Source: an optimization exercise on an open RTL-to-GDS flow (aim: small area). Production flows keep margins and buffers that such runs may drop.
The RTL was checked by simulation tests, not by an equivalence proof against the original design.
Power and IR drop assume default switching activity.

**flow/config.mk**
```make
export PLATFORM = sky130hd
export DESIGN_NAME = odin_neuron_update
export DESIGN_NICKNAME = odin_neuron_update
export VERILOG_FILES = /design/flow/design.v
export SDC_FILE = /design/flow/constraint.sdc
export NUM_CORES = 4
export LEC_CHECK = 0
export CAP_MARGIN = 20
export CORE_MARGIN = 2
export CORE_UTILIZATION = 40
export SLEW_MARGIN = 20
```
**flow/constraint.sdc**
```tcl
create_clock -name core_clock -period 12.0 [get_ports {CLK}]
set_input_delay 2.4000 -clock core_clock [delete_from_list [all_inputs] [get_ports {CLK}]]
set_output_delay 2.4000 -clock core_clock [all_outputs]
set_load 0.01 [all_outputs]
```
**flow/run.sh**
```bash
#!/bin/bash
# synth_recipe.tcl (not shown) runs the flow's synth.tcl, then flattens the netlist and writes it again
# the make line also repeats each setting of config.mk as NAME=value (left out here)
make -C /OpenROAD-flow-scripts/flow DESIGN_CONFIG=/design/flow/config.mk WORK_HOME=/design/flow/orfs CLKGATE_MAP_FILE= SYNTH_SCRIPT=/design/flow/synth_recipe.tcl finish
```
**flow/design.v**
```verilog
module lif_calcium ( 
    input  wire                 param_ca_en,              
    input  wire [          7:0] param_thetamem,           
    input  wire [          2:0] param_ca_theta1,          
    input  wire [          2:0] param_ca_theta2,          
    input  wire [          2:0] param_ca_theta3,          
    input  wire [          4:0] param_caleak,             
    input  wire [          2:0] state_calcium,            
    input  wire [          4:0] state_caleak_cnt,         
    input  wire [          7:0] state_core_next,          
    input  wire                 spike_out,                
    input  wire                 event_tref,               
    output wire                 v_up_next,                
    output wire                 v_down_next,              
    output reg  [          2:0] state_calcium_next,       
    output reg  [          4:0] state_caleak_cnt_next     
);
    reg    ca_leak;
    assign v_up_next   = param_ca_en && (state_core_next >= param_thetamem) && (param_ca_theta1 <= state_calcium_next) && (state_calcium_next < param_ca_theta3);
    assign v_down_next = param_ca_en && (state_core_next <  param_thetamem) && (param_ca_theta1 <= state_calcium_next) && (state_calcium_next < param_ca_theta2);
    always @(*) begin 
        if (param_ca_en)
            if (spike_out && ~ca_leak && ~&state_calcium)
                state_calcium_next = state_calcium + 3'b1;
            else if (ca_leak && ~spike_out && |state_calcium)
                state_calcium_next = state_calcium - 3'b1;
            else
                state_calcium_next = state_calcium;
        else
            state_calcium_next = state_calcium;
    end
    always @(*) begin 
        if (param_ca_en && |param_caleak && event_tref)
            if (state_caleak_cnt == (param_caleak - 5'b1)) begin
                state_caleak_cnt_next = 5'b0;
                ca_leak               = 1'b1;
            end else begin
                state_caleak_cnt_next = state_caleak_cnt + 5'b1;
                ca_leak               = 1'b0;
            end
        else begin
            state_caleak_cnt_next = state_caleak_cnt;
            ca_leak               = 1'b0;
        end
    end
endmodule
module lif_neuron_state ( 
    input  wire [          6:0] param_leak_str,          
    input  wire                 param_leak_en,           
    input  wire [          7:0] param_thr,               
    input  wire [          7:0] state_core,              
    input  wire                 event_leak,              
    input  wire                 event_inh,               
    input  wire                 event_exc,               
    input  wire [          2:0] syn_weight,              
    output wire [          7:0] state_core_next,         
    output wire [          6:0] event_out                
);
    reg  [7:0] state_core_next_i;
    wire [7:0] state_leak, state_inh, state_exc;
    wire       spike_out;
    assign spike_out       = (state_core_next_i >= param_thr);
    assign event_out       = {spike_out, 3'b000, 3'b0};
    assign state_core_next =  spike_out ? 8'd0 : state_core_next_i;
    always @(*) begin 
            if (event_leak && param_leak_en)
                if (state_core >= state_leak)
                    state_core_next_i = state_leak;
                else
                    state_core_next_i = 8'b0;
            else if (event_inh)
                if (state_core >= state_inh)
                    state_core_next_i = state_inh;
                else
                    state_core_next_i = 8'b0;
            else if (event_exc)
                if (state_core <= state_exc)
                    state_core_next_i = state_exc;
                else
                    state_core_next_i = 8'hFF;
            else 
                state_core_next_i = state_core;
    end
    assign state_leak = (state_core - {1'b0,param_leak_str});
    assign state_inh  = (state_core - {5'b0,syn_weight});
    assign state_exc  = (state_core + {5'b0,syn_weight});
endmodule 
module lif_neuron ( 
    input  wire [          6:0] param_leak_str,           
    input  wire                 param_leak_en,            
    input  wire [          7:0] param_thr,                
    input  wire                 param_ca_en,              
    input  wire [          7:0] param_thetamem,           
    input  wire [          2:0] param_ca_theta1,          
    input  wire [          2:0] param_ca_theta2,          
    input  wire [          2:0] param_ca_theta3,          
    input  wire [          4:0] param_caleak,             
    input  wire [          7:0] state_core,               
    output wire [          7:0] state_core_next,          
    input  wire [          2:0] state_calcium,            
    output wire [          2:0] state_calcium_next,       
    input  wire [          4:0] state_caleak_cnt,         
    output wire [          4:0] state_caleak_cnt_next,    
    input  wire [          2:0] syn_weight,               
    input  wire                 syn_sign,                 
    input  wire                 syn_event,                
    input  wire                 time_ref,                 
    output wire                 v_up_next,                
    output wire                 v_down_next,              
    output wire [          6:0] event_out                 
);
    wire       event_leak, event_tref;
    wire       event_inh;
    wire       event_exc;
    assign event_leak =  syn_event  & time_ref;
    assign event_tref =  event_leak;
    assign event_exc  = ~event_leak & (syn_event & ~syn_sign);
    assign event_inh  = ~event_leak & (syn_event &  syn_sign);
    lif_calcium calcium_0 ( 
        .param_ca_en(param_ca_en),
        .param_thetamem(param_thetamem),
        .param_ca_theta1(param_ca_theta1),
        .param_ca_theta2(param_ca_theta2),
        .param_ca_theta3(param_ca_theta3),
        .param_caleak(param_caleak),
        .state_calcium(state_calcium),
        .state_caleak_cnt(state_caleak_cnt),
        .state_core_next(state_core_next),
        .spike_out(event_out[6]),
        .event_tref(event_tref),
        .v_up_next(v_up_next),
        .v_down_next(v_down_next),
        .state_calcium_next(state_calcium_next),
        .state_caleak_cnt_next(state_caleak_cnt_next)
    );
    lif_neuron_state neuron_state_0 (
        .param_leak_str(param_leak_str),
        .param_leak_en(param_leak_en),
        .param_thr(param_thr),
        .state_core(state_core),
        .event_leak(event_leak),
        .event_inh(event_inh),
        .event_exc(event_exc),
        .syn_weight(syn_weight),
        .state_core_next(state_core_next),
        .event_out(event_out)
    );
endmodule
module izh_input_accumulator #(
	parameter ACC_DEPTH = 11
)( 
    input  wire [          6:0] param_leak_str,    
    input  wire                 param_leak_en,     
    input  wire [          2:0] param_fi_sel,      
    input  wire [ACC_DEPTH-1:0] state_inacc,       
    input  wire [          2:0] syn_weight,        
    input  wire                 event_leak,        
    input  wire                 event_exc,         
    input  wire                 event_inh,         
    input  wire                 state_refrac,      
    output reg  [ACC_DEPTH-1:0] state_inacc_next,  
    output wire                 ovfl_leak,         
    output wire                 ovfl_exc,          
    output wire                 ovfl_inh           
);
    reg  state_inacc_fi, state_inacc_next_fi;
    wire toggle;
    always @(*) begin 
        if (event_leak)
            state_inacc_next = param_leak_en ? (state_inacc - {{(ACC_DEPTH-7){1'b0}},param_leak_str}) : state_inacc;
        else if (event_exc)
            state_inacc_next = state_inacc + {{(ACC_DEPTH-3){1'b0}},syn_weight};
        else if (event_inh)
            state_inacc_next = state_inacc - {{(ACC_DEPTH-3){1'b0}},syn_weight};
    	else
    		state_inacc_next = state_inacc;
    end
    always @(*)
        case (param_fi_sel) 
            3'd0    : begin state_inacc_fi = state_inacc[3 ]; state_inacc_next_fi = state_inacc_next[3 ]; end
            3'd1    : begin state_inacc_fi = state_inacc[4 ]; state_inacc_next_fi = state_inacc_next[4 ]; end
            3'd2    : begin state_inacc_fi = state_inacc[5 ]; state_inacc_next_fi = state_inacc_next[5 ]; end 
            3'd3    : begin state_inacc_fi = state_inacc[6 ]; state_inacc_next_fi = state_inacc_next[6 ]; end
            3'd4    : begin state_inacc_fi = state_inacc[7 ]; state_inacc_next_fi = state_inacc_next[7 ]; end
            3'd5    : begin state_inacc_fi = state_inacc[8 ]; state_inacc_next_fi = state_inacc_next[8 ]; end 
            3'd6    : begin state_inacc_fi = state_inacc[9 ]; state_inacc_next_fi = state_inacc_next[9 ]; end 
            3'd7    : begin state_inacc_fi = state_inacc[10]; state_inacc_next_fi = state_inacc_next[10]; end
            default : begin state_inacc_fi = state_inacc[3 ]; state_inacc_next_fi = state_inacc_next[3 ]; end
        endcase 
    assign toggle = state_inacc_fi ^ state_inacc_next_fi;
    assign ovfl_leak = toggle & event_leak;
    assign ovfl_exc  = toggle & event_exc ;
    assign ovfl_inh  = toggle & event_inh ;
endmodule 
module izh_stimulation_strength ( 
    input  wire [          2:0] param_stim_thr,           
    input  wire [          3:0] state_stim_str,           
    input  wire [          3:0] state_stim_str_tmp,       
    input  wire [          1:0] state_stim0_prev,         
    input  wire [          1:0] state_inhexc_prev,        
    input  wire                 ovfl_inh,                 
    input  wire                 ovfl_exc,                 
    input  wire                 event_tref,               
    output reg  [          3:0] state_stim_str_next,      
    output reg  [          3:0] state_stim_str_tmp_next,  
    output reg  [          1:0] state_stim0_prev_next,    
    output reg  [          1:0] state_inhexc_prev_next,   
    output wire                 stim_gt_thr_exc,          
    output wire                 stim_tmp_gt_thr_exc,      
    output wire                 stim_gt_thr_inh,          
    output wire                 stim_tmp_gt_thr_inh,      
    output wire                 stim_lone_spike_exc,      
    output wire                 stim_lone_spike_inh,      
    output wire                 stim_zero                 
);
    assign stim_gt_thr_exc     = ~state_stim_str[3]     && (      state_stim_str[2:0]  >=       param_stim_thr );
    assign stim_tmp_gt_thr_exc = ~state_stim_str_tmp[3] && (  state_stim_str_tmp[2:0]  >=       param_stim_thr );
    assign stim_gt_thr_inh     =  state_stim_str[3]     && ((    -state_stim_str     ) >= {1'b0,param_stim_thr});
    assign stim_tmp_gt_thr_inh =  state_stim_str_tmp[3] && ((-state_stim_str_tmp     ) >= {1'b0,param_stim_thr});
    assign stim_lone_spike_exc =  event_tref && (state_stim_str_tmp == 4'b0) && ~state_stim0_prev[1] && state_inhexc_prev[0];
    assign stim_lone_spike_inh =  event_tref && (state_stim_str_tmp == 4'b0) && ~state_stim0_prev[1] && state_inhexc_prev[1];
    assign stim_zero           =  event_tref && (state_stim_str_tmp == 4'b0);
    always @(*) begin 
        if (event_tref)
            state_stim_str_tmp_next = 4'b0;
        else if (ovfl_exc && (state_stim_str_tmp != 4'b0111))
            state_stim_str_tmp_next = state_stim_str_tmp + 4'b1;
        else if (ovfl_inh && (state_stim_str_tmp != 4'b1001))
            state_stim_str_tmp_next = state_stim_str_tmp - 4'b1;
        else
            state_stim_str_tmp_next = state_stim_str_tmp;
    end
    always @(*) begin 
        if (event_tref)
            state_stim_str_next = state_stim_str_tmp;
        else
            state_stim_str_next = state_stim_str;
    end
    always @(*) begin 
        if (event_tref)
            state_stim0_prev_next = {state_stim0_prev[0], ~(state_stim_str_tmp == 4'b0)};
        else
            state_stim0_prev_next = state_stim0_prev;
    end
    always @(*) begin 
        if (event_tref)
            state_inhexc_prev_next = {stim_tmp_gt_thr_inh, stim_tmp_gt_thr_exc};
        else
            state_inhexc_prev_next = state_inhexc_prev;
    end
endmodule 
module izh_effective_threshold ( 
    input  wire [          2:0] param_thr,                
    input  wire                 param_thrvar_en,          
    input  wire                 param_thr_sel_of,         
    input  wire [          3:0] param_thrleak,            
    input  wire                 param_acc_en,             
    input  wire                 param_burst_incr,         
    input  wire [          3:0] state_thrmod,             
    input  wire [          3:0] state_thrleak_cnt,        
    input  wire [          3:0] state_stim_str_tmp,       
    input  wire                 ovfl_inh,                 
    input  wire                 ovfl_exc,                 
    input  wire                 event_tref,               
    input  wire [          6:0] event_out,                
    output reg  [          3:0] state_thrmod_next,        
    output reg  [          3:0] state_thrleak_cnt_next,   
    output wire [          3:0] threshold_eff             
);
    reg        thr_leak;
    wire [3:0] predicted_acc_thr;
    wire       spike_out;
    assign predicted_acc_thr = param_acc_en ? (state_stim_str_tmp + {1'b0,param_thr}): 4'b0;
    assign spike_out         = event_out[6];
    always @(*) begin 
        if (param_acc_en)
            if (event_tref)
                if (~state_stim_str_tmp[3] && predicted_acc_thr[3])
                    state_thrmod_next = 4'b0111 - {1'b0,param_thr};
                else if (state_stim_str_tmp[3] && predicted_acc_thr[3])
                    state_thrmod_next = 4'b0001 - {1'b0,param_thr};
                else
                    state_thrmod_next = state_stim_str_tmp;
            else 
                state_thrmod_next = state_thrmod;
        else if (param_thrvar_en)
            if (param_thr_sel_of ? spike_out : ovfl_exc)
                state_thrmod_next = param_burst_incr ? (((4'b0111 - threshold_eff) < {1'b0,event_out[5:3]+{2'b0,~&event_out[5:3]}}) ? 4'b0111 : (state_thrmod + {1'b0,event_out[5:3]+{2'b0,~&event_out[5:3]}})) : ((threshold_eff == 4'b0111) ? state_thrmod : (state_thrmod + 4'b1));
            else if (~param_thr_sel_of && ovfl_inh)
                state_thrmod_next = (threshold_eff == 4'b0001) ? state_thrmod : (state_thrmod - 4'b1);
            else if (thr_leak && |state_thrmod)
                state_thrmod_next = state_thrmod[3] ? (state_thrmod + 4'b1) : (state_thrmod - 4'b1);
            else 
                state_thrmod_next = state_thrmod;
        else
            state_thrmod_next = state_thrmod;
    end
    assign threshold_eff = {1'b0,param_thr} + state_thrmod;
    always @(*) begin 
        if (param_thrvar_en && |param_thrleak && event_tref)
            if (state_thrleak_cnt == (param_thrleak - 4'b1)) begin
                state_thrleak_cnt_next = 4'b0;
                thr_leak               = 1'b1;
            end else begin
                state_thrleak_cnt_next = state_thrleak_cnt + 4'b1;
                thr_leak               = 1'b0;
            end
        else begin
            state_thrleak_cnt_next = state_thrleak_cnt;
            thr_leak               = 1'b0;
        end
    end
endmodule
module izh_calcium ( 
    input  wire                 param_ca_en,              
    input  wire [          2:0] param_thetamem,           
    input  wire [          2:0] param_ca_theta1,          
    input  wire [          2:0] param_ca_theta2,          
    input  wire [          2:0] param_ca_theta3,          
    input  wire [          4:0] param_caleak,             
    input  wire                 param_burst_incr,         
    input  wire [          2:0] state_calcium,            
    input  wire [          4:0] state_caleak_cnt,         
    input  wire [          3:0] state_core_next,          
    input  wire [          6:0] event_out,                
    input  wire                 event_tref,               
    output wire                 v_up_next,                
    output wire                 v_down_next,              
    output reg  [          2:0] state_calcium_next,       
    output reg  [          4:0] state_caleak_cnt_next     
);
    reg    ca_leak;
    wire   spike_out;
    assign spike_out   = event_out[6];
    assign v_up_next   = param_ca_en && ~state_core_next[3] && (state_core_next[2:0] >= param_thetamem) && (param_ca_theta1 <= state_calcium_next) && (state_calcium_next < param_ca_theta3);
    assign v_down_next = param_ca_en && ~state_core_next[3] && (state_core_next[2:0] <  param_thetamem) && (param_ca_theta1 <= state_calcium_next) && (state_calcium_next < param_ca_theta2);
    always @(*) begin 
        if (param_ca_en) 
            if (spike_out && ~ca_leak && ~&state_calcium)
                state_calcium_next = param_burst_incr ? (((3'b111 - state_calcium) < (event_out[5:3] + {2'b0,~&event_out[5:3]})) ? 3'b111 : (state_calcium + event_out[5:3] + {2'b0,~&event_out[5:3]})) : (state_calcium + 3'b1);
            else if (ca_leak && ~spike_out && |state_calcium)
                state_calcium_next = state_calcium - 3'b1;
            else
                state_calcium_next = state_calcium;
        else
            state_calcium_next = state_calcium;
    end
    always @(*) begin 
        if (param_ca_en && |param_caleak && event_tref)
            if (state_caleak_cnt == (param_caleak - 5'b1)) begin
                state_caleak_cnt_next = 5'b0;
                ca_leak               = 1'b1;
            end else begin
                state_caleak_cnt_next = state_caleak_cnt + 5'b1;
                ca_leak               = 1'b0;
            end
        else begin
            state_caleak_cnt_next = state_caleak_cnt;
            ca_leak               = 1'b0;
        end
    end
endmodule
module izh_neuron_state (
    input  wire [          2:0] param_spk_ref,           
    input  wire [          2:0] param_isi_ref,           
    input  wire [          2:0] param_rfr,               
    input  wire [          2:0] param_dapdel,            
    input  wire                 param_spklat_en,         
    input  wire                 param_dap_en,            
    input  wire                 param_phasic_en,         
    input  wire                 param_mixed_en,          
    input  wire                 param_class2_en,         
    input  wire                 param_neg_en,            
    input  wire                 param_rebound_en,        
    input  wire                 param_inhin_en,          
    input  wire                 param_bist_en,           
    input  wire                 param_reson_en,          
    input  wire                 param_acc_en,            
    input  wire                 param_reson_sharp_en,    
    input  wire [          2:0] param_reson_sharp_amt,   
    input  wire                 state_refrac,            
    input  wire [          3:0] state_core,              
    input  wire [          2:0] state_dapdel_cnt,        
    input  wire                 state_phasic_lock,       
    input  wire                 state_mixed_lock,        
    input  wire                 state_spkout_done,       
    input  wire                 state_bist_lock,         
    input  wire                 state_inhin_lock,        
    input  wire [          1:0] state_reson_sign,        
    input  wire                 state_burst_lock,        
    input  wire [          3:0] state_stim_str_tmp,      
    input  wire                 ovfl_leak,               
    input  wire                 ovfl_inh,                
    input  wire                 ovfl_exc,                
    input  wire                 event_tref,              
    input  wire                 burst_end,               
    input  wire                 stim_gt_thr_exc,         
    input  wire                 stim_tmp_gt_thr_exc,     
    input  wire                 stim_gt_thr_inh,         
    input  wire                 stim_tmp_gt_thr_inh,     
    input  wire                 stim_lone_spike_exc,     
    input  wire                 stim_lone_spike_inh,     
    input  wire                 stim_zero,               
    input  wire [          3:0] threshold_eff,           
    output wire                 state_refrac_next,       
    output wire [          3:0] state_core_next,         
    output reg  [          2:0] state_dapdel_cnt_next,   
    output reg                  state_phasic_lock_next,  
    output reg                  state_mixed_lock_next,   
    output reg                  state_spkout_done_next,  
    output reg                  state_bist_lock_next,    
    output reg                  state_inhin_lock_next,   
    output wire [          1:0] state_reson_sign_next,   
    output reg                  state_burst_lock_next,   
    output wire [          6:0] event_out                
);
    reg [3:0] state_core_next_i;
    reg [1:0] state_reson_sign_next_i;
    reg    spike_out;
    wire   refrac_en;
    wire   dap_event, spklat_event;
    assign event_out             = state_mixed_lock ? {spike_out, 3'b000, 3'b0} : {spike_out, param_spk_ref, param_isi_ref};
    assign refrac_en             = ~param_dap_en & |param_rfr;
    always @(*) begin 
        if (param_spklat_en && |state_dapdel_cnt)
            state_core_next_i = state_core;
        else if (state_phasic_lock && ~|state_core)
            state_core_next_i = state_core;
        else
            if (event_tref)
                if      (param_reson_en)
                    state_core_next_i = (state_reson_sign == 2'd3) ? (state_core - 4'b1) : state_core;
                else if (state_refrac)
                    state_core_next_i = state_burst_lock ? state_core : (state_core + 4'b1);
                else if (param_acc_en)
                    state_core_next_i = state_spkout_done ? state_core : (state_core - state_stim_str_tmp);
                else if (param_dap_en && (state_dapdel_cnt == 3'b1) && (state_core > 4'b0))
                    state_core_next_i = 4'b0;
                else if (ovfl_leak && |state_core)
                    state_core_next_i = state_core[3] ? (state_core + 4'b1) : (state_core - 4'b1);
                else
                    state_core_next_i = state_core;
            else if (ovfl_inh)
                if (param_reson_en)
                    state_core_next_i = (((state_reson_sign == 2'd3) || (state_reson_sign == 2'd1)) && ~(state_core == 4'b0111)) ? (state_core + 4'b1) : ((((state_reson_sign == 2'd2) || (state_reson_sign == 2'd0)) && ~(state_core == 4'b0)) ? (state_core - 4'b1) : state_core);
                else
                    state_core_next_i = state_refrac ? state_core : ((param_neg_en ? (state_core == 4'b1000) : ~|state_core) ? state_core : (state_core - 1'b1)); 
            else if (ovfl_exc)
                if (param_reson_en)
                    state_core_next_i = (((state_reson_sign == 2'd3) || (state_reson_sign == 2'd1)) && ~(state_core == 4'b0)) ? (state_core - 4'b1) : ((((state_reson_sign == 2'd2) || (state_reson_sign == 2'd0)) && ~(state_core == 4'b0111)) ? (state_core + 4'b1) : state_core);
                else
                    state_core_next_i = state_refrac ? state_core : ((param_class2_en && ~stim_gt_thr_exc && ~stim_tmp_gt_thr_exc) ? state_core: ((state_core == 4'b0111) ? state_core : (state_core + 1'b1)));
            else 
                state_core_next_i = state_core;
    end
    assign spklat_event      =  param_spklat_en & (state_core_next_i == threshold_eff) & (state_core != threshold_eff);
    assign dap_event         =  param_dap_en & spike_out;
    assign state_refrac_next = (spike_out || state_inhin_lock_next) ? (refrac_en && ~param_reson_en) : ((state_core_next_i == 4'b0) ? 1'b0 : state_refrac);
    always @(*) begin 
        if (~param_reson_en)
            state_reson_sign_next_i = 2'd0;
        else
            if (event_tref)
                if (~|state_core)
                    state_reson_sign_next_i = 2'd0;
                else begin
                    case(state_reson_sign) 
                        2'd0      : state_reson_sign_next_i = 2'd3;
                        2'd1      : state_reson_sign_next_i = 2'd2;
                        2'd2: state_reson_sign_next_i = 2'd0;
                        2'd3: if (state_core_next_i == 4'b0)
                                            state_reson_sign_next_i = 2'd0;
                                        else
                                            state_reson_sign_next_i = 2'd1;
                        default:        state_reson_sign_next_i = state_reson_sign;
                    endcase
                end
            else
                state_reson_sign_next_i = state_reson_sign;
    end
    always @(*) begin 
        if (param_reson_sharp_en)
            if (event_tref && ~&state_dapdel_cnt)
                state_dapdel_cnt_next = state_dapdel_cnt + 3'b1;
            else if (ovfl_exc)
                state_dapdel_cnt_next = 3'b0;
            else 
                state_dapdel_cnt_next = state_dapdel_cnt;
        else
            if (dap_event || spklat_event)
                state_dapdel_cnt_next = param_dapdel;
            else
                if (event_tref && |state_dapdel_cnt)
                    state_dapdel_cnt_next = state_dapdel_cnt - 3'b1;
                else 
                    state_dapdel_cnt_next = state_dapdel_cnt;
    end
    always @(*) begin 
        if (spike_out && (stim_tmp_gt_thr_exc || stim_gt_thr_exc)) begin
            state_phasic_lock_next = param_phasic_en;
            state_mixed_lock_next  = param_mixed_en;
        end else if (event_tref && state_spkout_done && (~|state_core || state_refrac) && stim_tmp_gt_thr_exc) begin
            state_phasic_lock_next = param_phasic_en;
            state_mixed_lock_next  = param_mixed_en;
        end else if (~stim_gt_thr_exc) begin
            state_phasic_lock_next = 1'b0;
            state_mixed_lock_next  = 1'b0;
        end else begin
            state_phasic_lock_next = state_phasic_lock;
            state_mixed_lock_next  = state_mixed_lock;
        end
    end
    always @(*) begin 
        if (event_tref)
            state_spkout_done_next = 1'b0;
        else if (spike_out)
            state_spkout_done_next = 1'b1;
        else
            state_spkout_done_next = state_spkout_done;
    end
    always @(*) begin 
        if (event_tref && param_bist_en)
            state_bist_lock_next = stim_lone_spike_exc ? ~state_bist_lock : state_bist_lock;
        else
            state_bist_lock_next = state_bist_lock;
    end
    always @(*) begin 
        if (param_inhin_en && ~state_refrac && ((-state_core) == threshold_eff))
            state_inhin_lock_next = 1'b1;
        else if (event_tref && state_inhin_lock && (stim_zero))
            state_inhin_lock_next = 1'b0;
        else
            state_inhin_lock_next = state_inhin_lock;
    end
    always @(*) begin 
        if (param_reson_sharp_en)
            spike_out = (ovfl_exc && (state_dapdel_cnt == param_reson_sharp_amt));
        else if (param_spklat_en)
            spike_out = (event_tref && (state_dapdel_cnt == 3'b1));
        else if (param_rebound_en)
            spike_out = stim_lone_spike_inh || (state_core_next_i == threshold_eff);
        else if (param_bist_en)
            spike_out = (~state_bist_lock && stim_lone_spike_exc) || (state_bist_lock && ~|state_core_next_i) || (state_core_next_i == threshold_eff);
        else if (state_inhin_lock)
            spike_out = (state_core_next_i == 4'b0);
        else if (param_reson_en)
            spike_out = (state_reson_sign_next_i == 2'd0) && (state_core_next_i == threshold_eff);
        else
            spike_out = (state_core_next_i == threshold_eff);
    end
    always @(*) begin 
        if (event_out[6] && |event_out[5:3])
            state_burst_lock_next = 1'b1;
        else if (burst_end)
            state_burst_lock_next = 1'b0;
        else
            state_burst_lock_next = state_burst_lock;
    end
    assign state_reson_sign_next = (spike_out && param_reson_en) ?                                                                  2'd1 : state_reson_sign_next_i;
    assign state_core_next       =  spike_out                    ? ((param_dap_en || param_reson_en) ? {1'b0,param_rfr} : -{1'b0,param_rfr}) : state_core_next_i;
endmodule 
module izh_neuron #(
	parameter ACC_DEPTH = 11
)( 
    input  wire [          6:0] param_leak_str,           
    input  wire                 param_leak_en,            
    input  wire [          2:0] param_fi_sel,             
    input  wire [          2:0] param_spk_ref,            
    input  wire [          2:0] param_isi_ref,            
    input  wire                 param_reson_sharp_en,     
    input  wire [          2:0] param_thr,                
    input  wire [          2:0] param_rfr,                
    input  wire [          2:0] param_dapdel,             
    input  wire                 param_spklat_en,          
    input  wire                 param_dap_en,             
    input  wire [          2:0] param_stim_thr,           
    input  wire                 param_phasic_en,          
    input  wire                 param_mixed_en,           
    input  wire                 param_class2_en,          
    input  wire                 param_neg_en,             
    input  wire                 param_rebound_en,         
    input  wire                 param_inhin_en,           
    input  wire                 param_bist_en,            
    input  wire                 param_reson_en,           
    input  wire                 param_thrvar_en,          
    input  wire                 param_thr_sel_of,         
    input  wire [          3:0] param_thrleak,            
    input  wire                 param_acc_en,             
    input  wire                 param_ca_en,              
    input  wire [          2:0] param_thetamem,           
    input  wire [          2:0] param_ca_theta1,          
    input  wire [          2:0] param_ca_theta2,          
    input  wire [          2:0] param_ca_theta3,          
    input  wire [          4:0] param_caleak,             
    input  wire                 param_burst_incr,         
    input  wire [          2:0] param_reson_sharp_amt,    
    input  wire [ACC_DEPTH-1:0] state_inacc,              
    output wire [ACC_DEPTH-1:0] state_inacc_next,         
    input  wire                 state_refrac,             
    output wire                 state_refrac_next,        
    input  wire [          3:0] state_core,               
    output wire [          3:0] state_core_next,          
    input  wire [          2:0] state_dapdel_cnt,         
    output wire [          2:0] state_dapdel_cnt_next,    
    input  wire [          3:0] state_stim_str,           
    output wire [          3:0] state_stim_str_next,      
    input  wire [          3:0] state_stim_str_tmp,       
    output wire [          3:0] state_stim_str_tmp_next,  
    input  wire                 state_phasic_lock,        
    output wire                 state_phasic_lock_next,   
    input  wire                 state_mixed_lock,         
    output wire                 state_mixed_lock_next,    
    input  wire                 state_spkout_done,        
    output wire                 state_spkout_done_next,   
    input  wire [          1:0] state_stim0_prev,         
    output wire [          1:0] state_stim0_prev_next,    
    input  wire [          1:0] state_inhexc_prev,        
    output wire [          1:0] state_inhexc_prev_next,   
    input  wire                 state_bist_lock,          
    output wire                 state_bist_lock_next,     
    input  wire                 state_inhin_lock,         
    output wire                 state_inhin_lock_next,    
    input  wire [          1:0] state_reson_sign,         
    output wire [          1:0] state_reson_sign_next,    
    input  wire [          3:0] state_thrmod,             
    output wire [          3:0] state_thrmod_next,        
    input  wire [          3:0] state_thrleak_cnt,        
    output wire [          3:0] state_thrleak_cnt_next,   
    input  wire [          2:0] state_calcium,            
    output wire [          2:0] state_calcium_next,       
    input  wire [          4:0] state_caleak_cnt,         
    output wire [          4:0] state_caleak_cnt_next,    
    input  wire                 state_burst_lock,         
    output wire                 state_burst_lock_next,    
    input  wire [          2:0] syn_weight,               
    input  wire                 syn_sign,                 
    input  wire                 syn_event,                
    input  wire                 time_ref,                 
    input  wire                 burst_end,                
    output wire                 v_up_next,                
    output wire                 v_down_next,              
    output wire [          6:0] event_out                 
);
    wire       event_leak, event_tref;
    wire       event_inh;
    wire       event_exc;
    wire       ovfl_leak;
    wire       ovfl_exc;
    wire       ovfl_inh;
    wire       stim_gt_thr_exc, stim_gt_thr_inh;
    wire       stim_tmp_gt_thr_exc, stim_tmp_gt_thr_inh;
    wire       stim_lone_spike_exc, stim_lone_spike_inh;
    wire       stim_zero;
    wire [3:0] threshold_eff;
    assign event_leak =  syn_event  & time_ref;
    assign event_tref =  event_leak;
    assign event_exc  = ~event_leak & (syn_event & ~syn_sign);
    assign event_inh  = ~event_leak & (syn_event &  syn_sign);
    izh_input_accumulator #(
    	.ACC_DEPTH(ACC_DEPTH)
    ) input_accumulator_0 ( 
        .param_leak_str(param_leak_str),
        .param_leak_en(param_leak_en),
        .param_fi_sel(param_fi_sel),
        .state_inacc(state_inacc),
        .syn_weight(syn_weight),
        .event_leak(event_leak),
        .event_exc(event_exc),
        .event_inh(event_inh),
        .state_refrac(state_refrac),
        .state_inacc_next(state_inacc_next),
        .ovfl_leak(ovfl_leak),
        .ovfl_exc(ovfl_exc),
        .ovfl_inh(ovfl_inh)
    );
    izh_stimulation_strength stimulation_strength_0 ( 
        .param_stim_thr(param_stim_thr),
        .state_stim_str(state_stim_str),
        .state_stim_str_tmp(state_stim_str_tmp),
        .state_stim0_prev(state_stim0_prev),
        .state_inhexc_prev(state_inhexc_prev),
        .ovfl_inh(ovfl_inh),
        .ovfl_exc(ovfl_exc),
        .event_tref(event_tref),
        .state_stim_str_next(state_stim_str_next),
        .state_stim_str_tmp_next(state_stim_str_tmp_next),
        .state_stim0_prev_next(state_stim0_prev_next),
        .state_inhexc_prev_next(state_inhexc_prev_next),
        .stim_gt_thr_exc(stim_gt_thr_exc),
        .stim_tmp_gt_thr_exc(stim_tmp_gt_thr_exc),
        .stim_gt_thr_inh(stim_gt_thr_inh),
        .stim_tmp_gt_thr_inh(stim_tmp_gt_thr_inh),
        .stim_lone_spike_exc(stim_lone_spike_exc),
        .stim_lone_spike_inh(stim_lone_spike_inh),
        .stim_zero(stim_zero)
    ); 
    izh_effective_threshold effective_threshold_0 (
        .param_thr(param_thr),
        .param_thrvar_en(param_thrvar_en),
        .param_thr_sel_of(param_thr_sel_of),
        .param_thrleak(param_thrleak),
        .param_acc_en(param_acc_en),
        .param_burst_incr(param_burst_incr),
        .state_thrmod(state_thrmod),
        .state_thrleak_cnt(state_thrleak_cnt),
        .state_stim_str_tmp(state_stim_str_tmp),
        .ovfl_inh(ovfl_inh),
        .ovfl_exc(ovfl_exc),
        .event_tref(event_tref),
        .event_out(event_out),
        .state_thrmod_next(state_thrmod_next),
        .state_thrleak_cnt_next(state_thrleak_cnt_next),
        .threshold_eff(threshold_eff)
    );
    izh_calcium calcium_0 ( 
        .param_ca_en(param_ca_en),
        .param_thetamem(param_thetamem),
        .param_ca_theta1(param_ca_theta1),
        .param_ca_theta2(param_ca_theta2),
        .param_ca_theta3(param_ca_theta3),
        .param_caleak(param_caleak),
        .param_burst_incr(param_burst_incr),
        .state_calcium(state_calcium),
        .state_caleak_cnt(state_caleak_cnt),
        .state_core_next(state_core_next), 
        .event_out(event_out),
        .event_tref(event_tref),
        .v_up_next(v_up_next),
        .v_down_next(v_down_next),
        .state_calcium_next(state_calcium_next),
        .state_caleak_cnt_next(state_caleak_cnt_next)
    );
    izh_neuron_state neuron_state_0 (
        .param_spk_ref(param_spk_ref),
        .param_isi_ref(param_isi_ref),
        .param_rfr(param_rfr),
        .param_dapdel(param_dapdel),
        .param_spklat_en(param_spklat_en),
        .param_dap_en(param_dap_en),
        .param_phasic_en(param_phasic_en),
        .param_mixed_en(param_mixed_en),
        .param_class2_en(param_class2_en),
        .param_neg_en(param_neg_en),
        .param_rebound_en(param_rebound_en),
        .param_inhin_en(param_inhin_en),
        .param_bist_en(param_bist_en),
        .param_reson_en(param_reson_en),
        .param_acc_en(param_acc_en),
        .param_reson_sharp_en(param_reson_sharp_en),
        .param_reson_sharp_amt(param_reson_sharp_amt),
        .state_refrac(state_refrac),
        .state_core(state_core),
        .state_dapdel_cnt(state_dapdel_cnt),
        .state_phasic_lock(state_phasic_lock),
        .state_mixed_lock(state_mixed_lock),
        .state_spkout_done(state_spkout_done),
        .state_bist_lock(state_bist_lock),
        .state_inhin_lock(state_inhin_lock),
        .state_reson_sign(state_reson_sign),
        .state_burst_lock(state_burst_lock),
        .state_stim_str_tmp(state_stim_str_tmp),
        .ovfl_leak(ovfl_leak),
        .ovfl_inh(ovfl_inh),
        .ovfl_exc(ovfl_exc),
        .event_tref(event_tref),
        .burst_end(burst_end),
        .stim_gt_thr_exc(stim_gt_thr_exc),
        .stim_tmp_gt_thr_exc(stim_tmp_gt_thr_exc),
        .stim_gt_thr_inh(stim_gt_thr_inh),
        .stim_tmp_gt_thr_inh(stim_tmp_gt_thr_inh),
        .stim_lone_spike_exc(stim_lone_spike_exc),
        .stim_lone_spike_inh(stim_lone_spike_inh),
        .stim_zero(stim_zero),
        .threshold_eff(threshold_eff),
        .state_refrac_next(state_refrac_next),
        .state_core_next(state_core_next),
        .state_dapdel_cnt_next(state_dapdel_cnt_next),
        .state_phasic_lock_next(state_phasic_lock_next),
        .state_mixed_lock_next(state_mixed_lock_next),
        .state_spkout_done_next(state_spkout_done_next),
        .state_bist_lock_next(state_bist_lock_next),
        .state_inhin_lock_next(state_inhin_lock_next),
        .state_reson_sign_next(state_reson_sign_next),
        .state_burst_lock_next(state_burst_lock_next),
        .event_out(event_out)
    );
endmodule
module odin_neuron_update (
    input  wire          CLK,
    input  wire [127:0]  NEUR_STATE,                
    input  wire [ 31:0]  SYNARRAY_RDATA,            
    input  wire          SYN_SIGN,                  
    input  wire [  2:0]  NEUR_ADDR_LSB,             
    input  wire [  4:0]  CTRL_NEUR_VIRTS,           
    input  wire          CTRL_NEUR_EVENT,           
    input  wire          CTRL_NEUR_TREF,            
    input  wire          CTRL_NEUR_BURST_END,       
    input  wire          SPI_PROPAGATE_UNMAPPED_SYN,
    output reg  [ 57:0]  NEUR_STATE_NEXT,           
    output reg           NEUR_V_UP_NEXT,
    output reg           NEUR_V_DOWN_NEXT,
    output reg  [  6:0]  NEUR_EVENT_OUT,
    output reg  [ 14:0]  NEUR_STATE_MONITOR
);
    wire [    2:0] syn_weight;
    wire [   31:0] syn_weight_int;
    wire           syn_sign;
    wire           syn_event;
    wire           time_ref;
    wire           LIF_neuron_v_up_next,   IZH_neuron_v_up_next;
    wire           LIF_neuron_v_down_next, IZH_neuron_v_down_next;
    wire [    6:0] LIF_neuron_event_out,   IZH_neuron_event_out;
    wire [   15:0] LIF_neuron_next_NEUR_STATE;
    wire [   54:0] IZH_neuron_next_NEUR_STATE;
    wire [  127:0] neuron_data_int;
    assign syn_weight_int  = SYNARRAY_RDATA >> ({2'b0,NEUR_ADDR_LSB} << 2);
    assign syn_weight      = |CTRL_NEUR_VIRTS ? CTRL_NEUR_VIRTS[4:2] : (syn_weight_int[2:0] & {3{syn_weight_int[3] | SPI_PROPAGATE_UNMAPPED_SYN}});
    assign syn_sign        = |CTRL_NEUR_VIRTS ? CTRL_NEUR_VIRTS[1]   : SYN_SIGN;
    assign syn_event       =  CTRL_NEUR_EVENT;
    assign time_ref        = |CTRL_NEUR_VIRTS ? CTRL_NEUR_VIRTS[0]   : CTRL_NEUR_TREF;
    assign neuron_data_int = NEUR_STATE[0] ? {NEUR_STATE[127: 86], LIF_neuron_next_NEUR_STATE,NEUR_STATE[69:0]}
                                           : {NEUR_STATE[127:125], IZH_neuron_next_NEUR_STATE,NEUR_STATE[69:0]};
    always @(posedge CLK) begin
        NEUR_STATE_NEXT    <= neuron_data_int[127:70];
        NEUR_V_UP_NEXT     <= NEUR_STATE[0] ? LIF_neuron_v_up_next   : IZH_neuron_v_up_next;
        NEUR_V_DOWN_NEXT   <= NEUR_STATE[0] ? LIF_neuron_v_down_next : IZH_neuron_v_down_next;
        NEUR_EVENT_OUT     <= NEUR_STATE[127] ? 7'b0 : (NEUR_STATE[0] ? LIF_neuron_event_out : IZH_neuron_event_out);
        NEUR_STATE_MONITOR <= NEUR_STATE[0]
                            ? {LIF_neuron_v_up_next, LIF_neuron_v_down_next, LIF_neuron_next_NEUR_STATE[10:8], 2'b0, LIF_neuron_next_NEUR_STATE[7:0]}
                            : {IZH_neuron_v_up_next, IZH_neuron_v_down_next, IZH_neuron_next_NEUR_STATE[48:46], IZH_neuron_next_NEUR_STATE[37:36], {4'b0,IZH_neuron_next_NEUR_STATE[15:12]}};
    end
    lif_neuron lif_neuron_0 (
        .param_leak_str(         NEUR_STATE[0] ? NEUR_STATE[  7:  1] : 7'b0),
        .param_leak_en(          NEUR_STATE[0] ? NEUR_STATE[      8] : 1'b0),
        .param_thr(              NEUR_STATE[0] ? NEUR_STATE[ 16:  9] : 8'b0),
        .param_ca_en(            NEUR_STATE[0] ? NEUR_STATE[     17] : 1'b0),
        .param_thetamem(         NEUR_STATE[0] ? NEUR_STATE[ 25: 18] : 8'b0),
        .param_ca_theta1(        NEUR_STATE[0] ? NEUR_STATE[ 28: 26] : 3'b0),
        .param_ca_theta2(        NEUR_STATE[0] ? NEUR_STATE[ 31: 29] : 3'b0),
        .param_ca_theta3(        NEUR_STATE[0] ? NEUR_STATE[ 34: 32] : 3'b0),
        .param_caleak(           NEUR_STATE[0] ? NEUR_STATE[ 39: 35] : 5'b0),
        .state_core(             NEUR_STATE[0] ? NEUR_STATE[ 77: 70] : 8'b0),
        .state_core_next(        LIF_neuron_next_NEUR_STATE[  7:  0]       ),
        .state_calcium(          NEUR_STATE[0] ? NEUR_STATE[ 80: 78] : 3'b0),
        .state_calcium_next(     LIF_neuron_next_NEUR_STATE[ 10:  8]       ),
        .state_caleak_cnt(       NEUR_STATE[0] ? NEUR_STATE[ 85: 81] : 5'b0),
        .state_caleak_cnt_next(  LIF_neuron_next_NEUR_STATE[ 15: 11]       ),
        .syn_weight(syn_weight),
        .syn_sign(syn_sign),
        .syn_event(syn_event),
        .time_ref(time_ref),
        .v_up_next(LIF_neuron_v_up_next),
        .v_down_next(LIF_neuron_v_down_next),
        .event_out(LIF_neuron_event_out)
    );
    izh_neuron #(
        .ACC_DEPTH(11)
    ) izh_neuron_0 (
        .param_leak_str(         ~NEUR_STATE[0] ? NEUR_STATE[  7:  1] : 7'b0),
        .param_leak_en(          ~NEUR_STATE[0] ? NEUR_STATE[      8] : 1'b0),
        .param_fi_sel(           ~NEUR_STATE[0] ? NEUR_STATE[ 11:  9] : 3'b0),
        .param_spk_ref(          ~NEUR_STATE[0] ? NEUR_STATE[ 14: 12] : 3'b0),
        .param_isi_ref(          ~NEUR_STATE[0] ? NEUR_STATE[ 17: 15] : 3'b0),
        .param_reson_sharp_en(   ~NEUR_STATE[0] ? NEUR_STATE[     18] : 1'b0),
        .param_thr(              ~NEUR_STATE[0] ? NEUR_STATE[ 21: 19] : 3'b0),
        .param_rfr(              ~NEUR_STATE[0] ? NEUR_STATE[ 24: 22] : 3'b0),
        .param_dapdel(           ~NEUR_STATE[0] ? NEUR_STATE[ 27: 25] : 3'b0),
        .param_spklat_en(        ~NEUR_STATE[0] ? NEUR_STATE[     28] : 1'b0),
        .param_dap_en(           ~NEUR_STATE[0] ? NEUR_STATE[     29] : 1'b0),
        .param_stim_thr(         ~NEUR_STATE[0] ? NEUR_STATE[ 32: 30] : 3'b0),
        .param_phasic_en(        ~NEUR_STATE[0] ? NEUR_STATE[     33] : 1'b0),
        .param_mixed_en(         ~NEUR_STATE[0] ? NEUR_STATE[     34] : 1'b0),
        .param_class2_en(        ~NEUR_STATE[0] ? NEUR_STATE[     35] : 1'b0),
        .param_neg_en(           ~NEUR_STATE[0] ? NEUR_STATE[     36] : 1'b0),
        .param_rebound_en(       ~NEUR_STATE[0] ? NEUR_STATE[     37] : 1'b0),
        .param_inhin_en(         ~NEUR_STATE[0] ? NEUR_STATE[     38] : 1'b0),
        .param_bist_en(          ~NEUR_STATE[0] ? NEUR_STATE[     39] : 1'b0),
        .param_reson_en(         ~NEUR_STATE[0] ? NEUR_STATE[     40] : 1'b0),
        .param_thrvar_en(        ~NEUR_STATE[0] ? NEUR_STATE[     41] : 1'b0),
        .param_thr_sel_of(       ~NEUR_STATE[0] ? NEUR_STATE[     42] : 1'b0),
        .param_thrleak(          ~NEUR_STATE[0] ? NEUR_STATE[ 46: 43] : 4'b0),
        .param_acc_en(           ~NEUR_STATE[0] ? NEUR_STATE[     47] : 1'b0),
        .param_ca_en(            ~NEUR_STATE[0] ? NEUR_STATE[     48] : 1'b0),
        .param_thetamem(         ~NEUR_STATE[0] ? NEUR_STATE[ 51: 49] : 3'b0),
        .param_ca_theta1(        ~NEUR_STATE[0] ? NEUR_STATE[ 54: 52] : 3'b0),
        .param_ca_theta2(        ~NEUR_STATE[0] ? NEUR_STATE[ 57: 55] : 3'b0),
        .param_ca_theta3(        ~NEUR_STATE[0] ? NEUR_STATE[ 60: 58] : 3'b0),
        .param_caleak(           ~NEUR_STATE[0] ? NEUR_STATE[ 65: 61] : 5'b0),
        .param_burst_incr(       ~NEUR_STATE[0] ? NEUR_STATE[     66] : 1'b0),
        .param_reson_sharp_amt(  ~NEUR_STATE[0] ? NEUR_STATE[ 69: 67] : 3'b0),
        .state_inacc(            ~NEUR_STATE[0] ? NEUR_STATE[ 80: 70] :11'b0),
        .state_inacc_next(        IZH_neuron_next_NEUR_STATE[ 10:  0]       ),
        .state_refrac(           ~NEUR_STATE[0] ? NEUR_STATE[     81] : 1'b0),
        .state_refrac_next(       IZH_neuron_next_NEUR_STATE[     11]       ),
        .state_core(             ~NEUR_STATE[0] ? NEUR_STATE[ 85: 82] : 4'b0),
        .state_core_next(         IZH_neuron_next_NEUR_STATE[ 15: 12]       ),
        .state_dapdel_cnt(       ~NEUR_STATE[0] ? NEUR_STATE[ 88: 86] : 3'b0),
        .state_dapdel_cnt_next(   IZH_neuron_next_NEUR_STATE[ 18: 16]       ),
        .state_stim_str(         ~NEUR_STATE[0] ? NEUR_STATE[ 92: 89] : 4'b0),
        .state_stim_str_next(     IZH_neuron_next_NEUR_STATE[ 22: 19]       ),
        .state_stim_str_tmp(     ~NEUR_STATE[0] ? NEUR_STATE[ 96: 93] : 4'b0),
        .state_stim_str_tmp_next( IZH_neuron_next_NEUR_STATE[ 26: 23]       ),
        .state_phasic_lock(      ~NEUR_STATE[0] ? NEUR_STATE[     97] : 1'b0),
        .state_phasic_lock_next(  IZH_neuron_next_NEUR_STATE[     27]       ),
        .state_mixed_lock(       ~NEUR_STATE[0] ? NEUR_STATE[     98] : 1'b0),
        .state_mixed_lock_next(   IZH_neuron_next_NEUR_STATE[     28]       ),
        .state_spkout_done(      ~NEUR_STATE[0] ? NEUR_STATE[     99] : 1'b0),
        .state_spkout_done_next(  IZH_neuron_next_NEUR_STATE[     29]       ),
        .state_stim0_prev(       ~NEUR_STATE[0] ? NEUR_STATE[101:100] : 2'b0),
        .state_stim0_prev_next(   IZH_neuron_next_NEUR_STATE[ 31: 30]       ),
        .state_inhexc_prev(      ~NEUR_STATE[0] ? NEUR_STATE[103:102] : 2'b0),
        .state_inhexc_prev_next(  IZH_neuron_next_NEUR_STATE[ 33: 32]       ),
        .state_bist_lock(        ~NEUR_STATE[0] ? NEUR_STATE[    104] : 1'b0),
        .state_bist_lock_next(    IZH_neuron_next_NEUR_STATE[     34]       ),
        .state_inhin_lock(       ~NEUR_STATE[0] ? NEUR_STATE[    105] : 1'b0),
        .state_inhin_lock_next(   IZH_neuron_next_NEUR_STATE[     35]       ),
        .state_reson_sign(       ~NEUR_STATE[0] ? NEUR_STATE[107:106] : 2'b0),
        .state_reson_sign_next(   IZH_neuron_next_NEUR_STATE[ 37: 36]       ),
        .state_thrmod(           ~NEUR_STATE[0] ? NEUR_STATE[111:108] : 4'b0),
        .state_thrmod_next(       IZH_neuron_next_NEUR_STATE[ 41: 38]       ),
        .state_thrleak_cnt(      ~NEUR_STATE[0] ? NEUR_STATE[115:112] : 4'b0),
        .state_thrleak_cnt_next(  IZH_neuron_next_NEUR_STATE[ 45: 42]       ),
        .state_calcium(          ~NEUR_STATE[0] ? NEUR_STATE[118:116] : 3'b0),
        .state_calcium_next(      IZH_neuron_next_NEUR_STATE[ 48: 46]       ),
        .state_caleak_cnt(       ~NEUR_STATE[0] ? NEUR_STATE[123:119] : 5'b0),
        .state_caleak_cnt_next(   IZH_neuron_next_NEUR_STATE[ 53: 49]       ),
        .state_burst_lock(       ~NEUR_STATE[0] ? NEUR_STATE[    124] : 1'b0),
        .state_burst_lock_next(   IZH_neuron_next_NEUR_STATE[     54]       ),
        .syn_weight(syn_weight),
        .syn_sign(syn_sign),
        .syn_event(syn_event),
        .time_ref(time_ref),
        .burst_end(CTRL_NEUR_BURST_END),
        .v_up_next(IZH_neuron_v_up_next),
        .v_down_next(IZH_neuron_v_down_next),
        .event_out(IZH_neuron_event_out)
    );
endmodule
```
==> run summary <==
## worst max path at each step
stage / end / slack (ns)
after floorplan: NEUR_STATE_MONITOR[13] / 0.91
after global placement: NEUR_STATE_MONITOR[13] / 1.05
after detailed placement: NEUR_STATE_MONITOR[13] / 0.84
after CTS: NEUR_STATE_MONITOR[13] / 1.20
after global routing: NEUR_STATE_MONITOR[14] / 0.42
final: NEUR_STATE_MONITOR[13] / 1.11
## report_power, final
part	internal (mW)	switching, mW
combinational	0.286	0.359
sequential	0.294	0.00937
clock	0.140	0.124
total	0.720	0.493
## critical path, delay by kind of cell
family / cells / cell delay [ns]
and+or+nand+nor: 15 / 2.49
AOI/OAI and AO/OA: 17 / 3.15
adders and majority gates: 4 / 1.18
buffers and inverters: 4 / 0.91
xor gates and xnor gates: 1 / 0.24
muxes: 2 / 0.80
## per-stage QoR
| stage | std cells | instance area, um^2 | setup WS (ns) | util |
|---|---|---|---|---|
| 2_1_floorplan | 1595 | 11500 | 0.908 | - |
| 3_3_place_gp | 2172 | 14400 | 1.05 | 0.505 |
| 3_5_place_dp | 2172 | 14400 | 0.840 | 0.505 |
| 4_1_cts | 2188 | 14700 | 1.20 | 0.515 |
| 5_1_grt | 2188 | 14700 | 0.418 | 0.515 |
| 6_report | 2188 | 14700 | 1.11 | 0.515 |
## kinds of logic after synthesis
logic type | Yosys count
DFF | 80
muxes | 38
adders and majority gates | 143
and+or+nand+nor | 600
xor gates and xnor gates | 86
buffers and inverters | 172
AOI/OAI and AO/OA | 476
## registers in the layout, summed over array words and instances, names as in the netlist
name and count:
NEUR_EVENT_OUT 7, NEUR_STATE_MONITOR 15, NEUR_STATE_NEXT 58
## routing by layer
layer	vias to the layer above	track usage	wire length, um
li1	6188	-	-
met1	6037	0.417	20700
met2	626	0.446	19600
met3	96	0.0586	4200
met4	0	0.0924	1360
met5	-	0	0
## layout make-up
cell class                      count  area [um^2]  area share
Timing Repair Buffer              280         2750       0.187
Tap cell                          384          480      0.0327
Clock buffer                       11          233      0.0158
Sequential cell                    80         1600       0.109
Inverter                           85          319      0.0217
Clock inverter                      5         33.8     0.00230
Multi-Input combinational cell   1343         9280       0.631
## layout by cell type (no fill, tap or decap), types with 8 or more instances in the layout
cell type	synthesis	final
dfxtp_1	80	80
a31oi_1	25	25
nor3_1	26	25
nor2_1	125	125
nand3_1	44	44
nor4_1	10	10
nand2b_1	24	24
a21o_1	37	37
nor2b_1	46	46
o21ai_1	20	20
a21oi_1	90	90
nand2_1	214	214
nor3b_1	10	10
xor2_1	32	32
o21ai_0	110	110
o221ai_1	8	8
clkdlybuf4s50_1	0	254
ha_1	132	132
o21a_1	15	15
mux4_2	9	9
fa_1	11	11
xnor2_1	54	54
o211ai_1	22	22
and2_1	29	29
o31ai_1	12	12
mux2i_1	22	22
a211oi_1	12	12
nand4_1	16	16
o22ai_1	22	22
and3_1	10	10
clkbuf_16	0	9
inv_1	82	81
a22oi_1	10	10
buf_4	5	25
==> metrics.md <==
| Metric | Value |
|---|---|
| Final Power | `around 1.2 mW` |
| Crit end category | `register` |
| Asr flop ratio synth | `0` |
| Routed WL | `45900 um` |
| Die area | `30200 um^2` |
| Pin count of the biggest net entering global routing | `133` |
| Post_cts resized | `0` |
| Setup Viol. Count Final | `0` |
| Syn nets | `approximately 1900` |
| Final period util | `0.908` |
| Mapped Area | `between 10000 and 15000 um^2` |
| Max incr delay on CP | `a little under 0.8 ns` |
| Initial drt markers | `approximately 1300` |
| Rel. slew slack | `0.307` |
| Max Slew Vio Count | `0` |
| Tightest Pin Transition | `1.03 ns` |
| Mapped Cells | `about 1600` |
| Avg Cell Area, Syn | `between 7 and 8 um^2` |
| Leakage power | `around 6.2 nW` |
| Tmin final | `~11 ns` |
| Vias in the first global route | `about 12000` |
| Nets | `about 2100` |
| Crit. Startpoint | `NEUR_ADDR_LSB[0]` |
| Yosys warnings | `8` |
| Share of the synthesized area in the top cell type | `0.143` |
| GRT Total Usage | `0.294` |
| Cts bufs inserted | `9` |
| Area fraction in compound gates after synthesis | `0.279` |
| Yosys reg bits | `80` |
| Sink Count | `80` |
| Adder-cell share of the synthesized area | `0.162` |
| Buffers from clock root to sink, at most | `2` |
| Fin Setup TNS | `0 ns` |
| CP required | `about 12 ns` |
| Leading area contributor after synthesis | `ha_1` |
| Worst setup SP type | `input pin` |
| Worst Hold Path EP | `NEUR_STATE_NEXT[56]` |
| Post-synthesis xor/xnor area fraction | `0.0653` |
| Share of layout cells above drive strength 1 | `0.0510` |
| Critical path peak fanout | `9` |
| Fmax | `approximately 92 MHz` |
| Largest family of logic cells by synthesized area | `compound AO/OA/AOI/OAI gates` |
| CP Class | `input pin to register` |
| Register area share after synthesis | `0.139` |
| RSZ-0062 raised after global routing | `no` |
| N_diodes | `0` |
| Synth Flop Type | `dfxtp_1` |
| Top cells by count, synth | `nand2_1, ha_1, nor2_1` |
| Drt first pass iters | `5` |
| CTS tree | `done` |
| Cells on Worst Hold Path | `1` |
| Most common cell in the netlist | `nand2_1` |
| ANT nets after route | `0` |
| GP Congestion | `~0.96` |
| Height of the die | `about 170 um` |
| # DRC | `0` |
| I/O pin count | `roughly 260` |
| H-tree levels | `3` |
| Detailed-route wire length per cell | `between 20 and 25 um` |
| Hold Path Class | `input pin to register` |
| Total congestion overflow | `0` |
| First-pass GRT wire length | `about 70000 um` |
| Via count | `between 10000 and 15000` |
| Final Hold Slack | `between 2 and 2.5 ns` |
| HPWL Detailed | `around 36000 um` |
| Die width | `around 170 um` |
| Arrival time at the worst endpoint | `between 10 and 15 ns` |
| Pwr Density | `just over 80 nW/um^2` |
| Clock Root Buffer | `clkbuf_16` |
| FP Rows | `between 60 and 70` |
| # fillers | `about 2900` |
| Initial Util | `0.404` |
| CTS clk-pin slew, worst paths | `around 0.08 ns` |
| Post-synth EDFFs | `0` |
| Status | `timing/DRC/antenna clean` |
| Number of port buffers | `~260` |
| Hold buffer count at CTS | `0` |
| Max_cap viols | `0` |
| Post-synthesis to final-layout area growth | `27.3%` |
| Netlist cell types | `102` |
| Min-Delay Startpoint | `NEUR_STATE[126]` |
| Crit-path slowest cell | `o31ai_1` |
| Critical Path Most Common Cell | `o21ai_0` |
| Top cells by area, synth | `ha_1, dfxtp_1, nand2_1, o21ai_0, xnor2_1` |
| Mux contribution to synthesized area | `0.0437` |
| Initial antenna violation count | `0` |
| Synth Area in Simple Gates | `0.253` |
| Final hold violations | `0` |
| Via-to-Cell Ratio | `around 5.9` |
| Postcts setup bufs | `0` |
| Maximum vdd drop | `about 0.00008 V` |
| CORE AREA | `approximately 29000 um^2` |

afterwards: timing with drivers on the ports:
The results above use ideal ports. As a check the final layout listed here was re-extracted and re-timed, cells and wires unchanged.
Step 1: set_driving_cell puts a clkbuf_16 on CLK and a buf_2 on each other input, an assumption about the parent block.
Step 2 adds t to the input delays and takes it off the output delays; t is the mean of the earliest and latest rising clock arrival at the registers after step 1. Input paths then give back, and output paths get back, about the clock's delay inside the block.
a / b / c = ideal / step 1 / step 2; a / b = the first two.
t, ns: 0.405
setup WS [ns]: 1.109 / 1.133 / 0.728
worst setup path after step 2: input to register
cell pins on the clock port's net: 1
After both steps this run still meets setup and hold. The setup slack of this run moves by +0.024 ns with the drivers and by -0.381 ns with both steps.
